This is an optimization exercise on Yosys and OpenROAD, whose aim is small area, not a production implementation. The RTL was checked by simulation tests, not by an equivalence proof against the original design. Power and IR drop assume default switching activity.

## spell
module spell (
    input wire reset,
    input wire clock,
    input wire i_la_write,
    input wire [6:0] i_la_addr,
    input wire [7:0] i_la_data,
    input wire i_la_wb_disable,
    output wire [31:0] la_data_out,
    input  wire        i_wb_cyc,    
    input  wire        i_wb_stb,    
    input  wire        i_wb_we,     
    input  wire [31:0] i_wb_addr,   
    input  wire [31:0] i_wb_data,   
    output wire        o_wb_ack,    
    output reg  [31:0] o_wb_data,   
    input  wire [7:0] io_in,
    output wire [7:0] io_out,
    output wire [7:0] io_oeb,   
    output wire        rambus_wb_rst_o,    
    output wire        rambus_wb_stb_o,    
    output wire        rambus_wb_cyc_o,    
    output wire        rambus_wb_we_o,     
    output wire [ 3:0] rambus_wb_sel_o,    
    output wire [31:0] rambus_wb_dat_o,    
    output wire [ 9:0] rambus_wb_addr_o,   
    input  wire        rambus_wb_ack_i,    
    input  wire [31:0] rambus_wb_dat_i,    
    output wire interrupt
);
==> flow/config.mk <==
export PLATFORM = sky130hd
export DESIGN_NAME = spell
export DESIGN_NICKNAME = spell
export VERILOG_FILES = /design/flow/design.v
export SDC_FILE = /design/flow/constraint.sdc
export NUM_CORES = 4
export LEC_CHECK = 0
export CAP_MARGIN = 20
export CORE_MARGIN = 2
export CORE_UTILIZATION = 40
export SLEW_MARGIN = 20
==> flow/constraint.sdc <==
create_clock -name core_clock -period 10.0 [get_ports {clock}]
set_input_delay 2.0000 -clock core_clock [delete_from_list [all_inputs] [get_ports {clock}]]
set_output_delay 2.0000 -clock core_clock [all_outputs]
set_load 0.01 [all_outputs]
standard.sh (not shown) runs the stock make flow with config.mk's settings and CLKGATE_MAP_FILE= SYNTH_SCRIPT=/design/flow/synth_recipe.tcl, a recipe that flattens the netlist after the stock synthesis.
==> flow/flow/run.sh <==
#!/bin/bash
# Own layout flow: the standard ORFS flow (standard.sh), with three changes to how cells
# are chosen; the floorplan, power grid, tap cells, placement and routing are the standard ones.
#  - synthesis: the same synthesis script, but ABC maps the combinational logic for area
#    (no delay-driven mapping, buffering or gate upsizing; timing has ample slack at 10 ns),
#    and adders are left to ABC instead of being mapped to half/full-adder cells first.
#    Registers are mapped before ABC runs, so they are exactly the standard synthesis's.
#  - port buffers use the smallest buffer (buf_1) instead of ORFS's default choice;
#  - clock tree synthesis uses larger sink clusters and inserts no dummy loads.
# Each tool's full output goes to a log file here (synth.log, standard.log), and ORFS's
# per-step logs stay under orfs/logs/.
set -euo pipefail
rm -rf scripts_area
cp -r "$FLOW_HOME/scripts" scripts_area
printf '&get -n\n&st\n&dc2\n&dch\n&nf -R 1000 -p\n&put\n' > scripts_area/abc_speed.script
bash standard.sh SCRIPTS_DIR="$PWD/scripts_area" ADDER_MAP_FILE= synth > synth.log 2>&1
export BUFFER_PORTS_ARGS="-buffer_cell sky130_fd_sc_hd__buf_1"
export CTS_ARGS="-sink_clustering_enable -repair_clock_nets -dont_use_dummy_load -buf_list sky130_fd_sc_hd__clkbuf_8 -sink_clustering_size 16 -sink_clustering_max_diameter 60"
bash standard.sh > standard.log 2>&1
Then changed:
--- a/flow/design.v
+++ b/flow/design.v
@@ -206,39 +206,41 @@
   end
 endmodule
 `default_nettype none
 `timescale 1ns / 1ps
 module spell_mem (
     input wire reset,
     input wire clock,
     input wire sram_enable,
     input wire select,
     input wire [7:0] addr,
-    input wire [7:0] data_in,
+    input wire load,
+    input wire [7:0] load_value,
     input wire memory_type_data,
     input wire write,
     input wire capture,
     output wire [7:0] data_out,
     output wire data_ready,
     output reg [7:0] rdata,
     input  wire [7:0] io_in,
     output wire [7:0] io_out,
     output wire [7:0] io_oeb,   
     input wire [31:0] sram_dat_i,
     input wire sram_ack_i,
     output wire sram_cyc_o,
     output wire sram_stb_o,
     output wire sram_we_o,
     output wire [3:0] sram_sel_o,
     output wire [9:0] sram_addr_o,
     output wire [31:0] sram_dat_o
 );
+  wire [7:0] data_in = rdata;
   wire io_range = addr >= 8'h20 && addr < 8'h60;
   wire io_hit = memory_type_data && io_range;
   wire data_io_select = select && io_hit;
   wire sram_select = select && !io_hit && sram_enable;
   wire dff_select = select && !io_hit && !sram_enable;
   wire [1:0] sram_byte_index = addr[1:0];
   assign sram_cyc_o  = sram_select;
   assign sram_stb_o  = sram_select;
   assign sram_we_o   = write;
   assign sram_sel_o  = 1 << sram_byte_index;
@@ -275,21 +277,22 @@
       0: sram_byte = sram_dat_i[7:0];
       1: sram_byte = sram_dat_i[15:8];
       2: sram_byte = sram_dat_i[23:16];
       3: sram_byte = sram_dat_i[31:24];
     endcase
   end
   assign data_out = (!data_io_select && sram_enable) ? sram_byte : rdata;
   always @(posedge clock) begin
     ready_r <= data_io_select || dff_select;
     if (capture) rdata <= data_out;
-    else if (data_io_select) rdata <= io_rd;
+    else if (load) rdata <= load_value;
+    else if (data_io_select && !write) rdata <= io_rd;
     else if (dff_select && !write) rdata <= dff_rd;
   end
 endmodule
 `default_nettype none
 `timescale 1ns / 1ps
 module spell (
     input wire reset,
     input wire clock,
     input wire i_la_write,
     input wire [6:0] i_la_addr,
@@ -352,28 +355,26 @@
   reg [INTR_COUNT-1:0] intr_enable;
   reg edge_interrupts;
   wire level_interrupt = |(intr & intr_enable);
   reg prev_level_interrupt;
   assign interrupt = edge_interrupts ? (!prev_level_interrupt && level_interrupt) : level_interrupt;
   reg single_step;
   reg out_of_order_exec;
   reg sram_enable;
   reg mem_select;
   reg [7:0] mem_addr;
-  reg [7:0] mem_write_value;
   wire mem_type_data = opcode[6] && state[0];
   wire mem_write_en = state == StateStore;
   wire [7:0] mem_read_value;
   wire mem_data_ready;
   reg [23:0] cycles_per_ms;
   reg [23:0] delay_cycles;
-  reg [7:0] delay_counter;
   reg wb_read_ack;
   reg wb_write_ack;
   assign o_wb_ack = wb_read_ack | wb_write_ack;
   wire wb_read = i_wb_stb && i_wb_cyc && !i_wb_we;
   wire wb_write = i_wb_stb && i_wb_cyc && i_wb_we && !i_la_wb_disable;
   wire [23:0] wb_addr = i_wb_addr[23:0];
   reg prev_reg_write;
   wire reg_write = wb_write | i_la_write;
   wire [6:0] reg_write_addr = i_la_write ? i_la_addr : i_wb_addr[6:0];
   wire [31:0] reg_write_data = i_la_write ? {24'b0, i_la_data} : i_wb_data;
@@ -457,21 +458,22 @@
       .is_delay(is_delay),
       .sleep(sleep),
       .stop(stop)
   );
   spell_mem mem (
       .reset(reset),
       .clock(clock),
       .sram_enable(sram_enable),
       .select(mem_select),
       .addr(mem_addr),
-      .data_in(mem_write_value),
+      .load(exec_cycle),
+      .load_value(stack_belowtop),
       .memory_type_data(mem_type_data),
       .write(mem_write_en),
       .capture(mem_capture),
       .data_out(mem_read_value),
       .data_ready(mem_data_ready),
       .rdata(memory_input),
       .io_in(io_in),
       .io_out(io_out),
       .io_oeb(io_oeb),
       .sram_stb_o(rambus_wb_stb_o),
@@ -576,22 +578,20 @@
             mem_addr <= stack_top;
             if (mem_select && mem_data_ready) begin
               mem_select <= 0;
               state <= StateExecute;
             end
           end
           StateExecute: begin
             pc <= next_pc;
             sp <= next_sp;
             mem_addr <= stack_top;
-            mem_write_value <= stack_belowtop;
-            delay_counter <= stack_top;
             if (sleep) intr[INTR_SLEEP] <= 1'b1;
             if (stop) intr[INTR_STOP] <= 1'b1;
             if (memory_write_en) begin
               state <= StateStore;
             end else if (sleep || stop || single_step) begin
               state <= StateSleep;
             end else if (is_delay && stack_top != 8'b0 && cycles_per_ms != 24'b0) begin
               state <= StateDelay;
             end else begin
               state <= StateFetch;
@@ -601,22 +601,22 @@
             mem_select   <= 1;
             if (mem_data_ready) begin
               mem_select <= 0;
               state <= single_step ? StateSleep : StateFetch;
             end
           end
           StateSleep: begin
           end
           StateDelay: begin
             if (delay_cycles + 1 >= cycles_per_ms) begin
-              delay_counter <= delay_counter - 1;
-              if (delay_counter == 8'd1) begin
+              mem_addr <= mem_addr - 1;
+              if (mem_addr == 8'd1) begin
                 state <= single_step ? StateSleep : StateFetch;
               end
             end
           end
           default: state <= StateSleep;
         endcase
       end
     end
   end
 endmodule
Effect: Global-route usage goes up by 2.0 points; first-iteration DRC count goes up by 2.3%; setup slack is worse by 0.026 ns; via count goes up by 1.2%; power goes down by 1.7%; wire length goes up by 5.1%; hold slack is better by 0.014 ns.

==> static timing again, ports no longer ideal <==
Ports are ideal in the flow. The routed layouts listed here were re-timed in OpenROAD.
Step 1 (the two cells are an assumption about what drives the block):
set clk [get_ports {clock}]
set_driving_cell -lib_cell sky130_fd_sc_hd__clkbuf_16 $clk
set_driving_cell -lib_cell sky130_fd_sc_hd__buf_2 [delete_from_list [all_inputs] $clk]
Step 2 moves the port delays by t, midway between the first and last clock arrival at a register: inputs arrive t later, outputs are due t later. That takes back most of the time a late clock gives input paths.
a / b / c = ideal ports / drivers / drivers and shift; a / b = the first two.
| run | t, ns | setup WS [ns] | cell pins on the clock port's net |
|---|---|---|---|
| the first run | 0.734 | 2.363 / 2.363 / 2.363 | 1 |
| the second run | 0.748 | 2.338 / 2.338 / 2.338 | 1 |
After both steps setup and hold are still met in every run listed.
